This is an optimization exercise on Yosys and OpenROAD, whose aim is small area and a short achievable clock period, not a production implementation.
In this exercise RTL edits were held to simulation tests only and were not proved equivalent to the original.
Power figures rest on the tool's default switching activity, not on a simulated workload.

== the baseline ==
// processor
module processor(
      input wire rst_i,
      input wire clk_i,
      input wire [79:0] inst_i,
      input wire [63:0] data_i,
      input wire i_mem_error_i,
      input wire d_mem_error_i,
      output wire write_o,
      output wire [63:0] pc_o,
      output wire [63:0] addr_o,
      output wire [63:0] data_o,
      output wire [63:0] rax_o, rcx_o, rdx_o, rbx_o, rsp_o, rbp_o, rsi_o, rdi_o, r8_o, r9_o, r10_o, r11_o, r12_o, r13_o, r14_o
      );
      localparam [3:0] I_HALT = 4'h0, I_NOP = 4'h1, I_CXX = 4'h2, I_IXX = 4'h3,
                       I_RMMOVQ = 4'h4, I_MRMOVQ = 4'h5, I_OPQ = 4'h6, I_JXX = 4'h7,
                       I_CALL = 4'h8, I_RET = 4'h9, I_PUSHQ = 4'hA, I_POPQ = 4'hB;
      localparam [3:0] NREG = 4'hF, RSP = 4'h4;
      wire clk = clk_i;
      wire rst = rst_i;
      reg  [63:0] F_predPC;
      reg  [63:0] PC;                
      reg  [3:0]  D_icode;
      reg  [3:0]  D_ifun;
      reg  [3:0]  D_srcA, D_srcB, D_dstE, D_dstM;
      reg  [63:0] D_val;             
      reg         D_exc;
      reg  [63:0] E_valA;            
      reg  [63:0] E_aluA;            
      reg  [63:0] E_aluB;            
      reg  [3:0]  E_ifun;
      reg  [3:0]  E_dstE, E_dstM;
      reg         E_exc;
      reg         E_sub, E_and, E_xor, E_arith;   
      reg         E_opq, E_cxx, E_jxx, E_ret, E_load;
      reg         E_wr, E_aE, E_aA;               
      reg         cc_Z, cc_S, cc_O;               
      reg         cc_pend, cc_ofen, cc_ob;        
      reg  [63:0] M_valE, M_valA;
      reg  [3:0]  M_dstE, M_dstM;
      reg         M_exc;
      reg  [63:0] M_addr;            
      reg         M_wr, M_ret;
      reg  [63:0] W_valE, W_valM;
      reg  [3:0]  W_dstE, W_dstM;
      reg         W_exc, W_ret;
      reg  [64*15-1:0] rf;
      wire [63:0] e_valE;            
  ...
Size: roughly 7400 cells after synthesis, about 1700 flip-flops, about 1300 I/O pins, roughly 80000 um2 of cells after synthesis.
export LEC_CHECK = 0
export CAP_MARGIN = 20
export CORE_MARGIN = 2
export CORE_UTILIZATION = 35
export PLACE_DENSITY = 0.45
export SETUP_SLACK_MARGIN = 5.0
export SLEW_MARGIN = 20
export TNS_END_PERCENT = 10
create_clock -name core_clock -period 8.0 [get_ports {clk_i}]
standard.sh (not shown) runs the stock make flow with config.mk's settings and CLKGATE_MAP_FILE= SYNTH_SCRIPT=/design/flow/synth_recipe.tcl, a recipe that flattens the netlist after the stock synthesis.
==> flow/flow/run.sh <==
#!/bin/bash
# Own flow: the standard layout, with single-drive buffers on the ports
# instead of the default delay-cell buffers. Each step's output goes to its
# own log in this folder.
set -euo pipefail
bash standard.sh synth > synth.log 2>&1
bash standard.sh 'BUFFER_PORTS_ARGS=-buffer_cell sky130_fd_sc_hd__buf_1' finish > layout.log 2>&1
The baseline ran to completion and came out clean on the timing, DRC and antenna checks.
Here is what was changed in the inputs of the candidate compared with the baseline.
- TNS_END_PERCENT no longer set, was 10
- SETUP_SLACK_MARGIN no longer set, was 5.0
Reported for the candidate and the baseline, number of buffer cells added on primary ports turned out identical to the last digit.
Sum of routed wire length over all layers in the candidate is about 6% lower than in the baseline
Re area after synthesis: no difference whatsoever between the candidate and the baseline.
First-pass GRT wire length (the candidate over the baseline): decrease, 5.4%
The baseline and the candidate ended up with roughly the same total placed instance area.
The baseline has a lower share of power burned in the clock network than the candidate.
Max capacitance violation total came out exactly the same in the candidate and the baseline.
On power after layout, the baseline loses to the candidate.
The candidate vs the baseline: via count down in the candidate
| die width | the candidate vs the baseline | ≈ equal |

processor again, from the RTL that the note above started with.
export LEC_CHECK = 0
export CAP_MARGIN = 20
export CORE_MARGIN = 2
export CORE_UTILIZATION = 35
export CTS_BUF_LIST = sky130_fd_sc_hd__clkbuf_8
export PLACE_DENSITY = 0.45
export SETUP_SLACK_MARGIN = 4.7
export SLEW_MARGIN = 20
export TNS_END_PERCENT = 10
create_clock -name core_clock -period 8.0 [get_ports {clk_i}]
Scripts as last shown in full above: flow/flow/run.sh
==> next run, changes <==
--- a/flow/config.mk
+++ b/flow/config.mk
@@ -10,3 +10,2 @@
 export CORE_UTILIZATION = 35
-export CTS_BUF_LIST = sky130_fd_sc_hd__clkbuf_8
 export PLACE_DENSITY = 0.45
Result: Critical path depth is lower by 1. Routed wire length stays flat. Count of clock-buffer cells in the layout is lower by 122. Sequential cell count stays the same. Non-clock buffer count shrinks by 27.
==> next run, changes <==
--- a/flow/config.mk
+++ b/flow/config.mk
@@ -9,4 +9,4 @@
 export CORE_MARGIN = 2
-export CORE_UTILIZATION = 35
-export PLACE_DENSITY = 0.45
+export CORE_UTILIZATION = 65
+export PLACE_DENSITY = 0.75
 export SETUP_SLACK_MARGIN = 4.7
This time the run failed in I/O pin placement, error PPL-0024.
Area after synthesis is unchanged.
Synthesized cell count stays the same.
==> next run, changes <==
--- a/flow/config.mk
+++ b/flow/config.mk
@@ -9,4 +9,4 @@
 export CORE_MARGIN = 2
-export CORE_UTILIZATION = 65
-export PLACE_DENSITY = 0.75
+export CORE_UTILIZATION = 58
+export PLACE_DENSITY = 0.7
 export SETUP_SLACK_MARGIN = 4.7
Now the flow did not get past global routing (GRT-0116).
Area after synthesis stays the same.
Synthesized cell count is unchanged.

what the ideal ports hide:
How much do the figures lean on ideal ports? The routed layouts below were timed once more, with nothing changed but the port constraints.
Step 1, drivers: a clkbuf_16 drives clk_i and a buf_2 each remaining input, both assumed.
Step 2, shift: input delay + t, output delay - t, t = (earliest + latest rising clock arrival at the registers) / 2. This alone moves slack from input paths to output paths.
Three values: no drivers, after step 1, after step 2; two values: the first two.
| run | t (ns) | setup slack, ns | worst setup path at the end |
|---|---|---|---|
| the baseline | 1.006 | 3.794 / 3.794 / 2.939 | input to register |
| the candidate | 0.990 | 2.201 / 2.201 / 2.201 | register to register |
| the first run of note 2 | 1.181 | 3.896 / 3.896 / 3.119 | input to register |
| the second run of note 2 | 0.978 | 3.897 / 3.897 / 3.188 | input to register |
After both steps every run listed still meets setup and hold. The setup slack of the baseline, which loses most, moves by 0.000 ns with the drivers and by -0.855 ns with both steps.
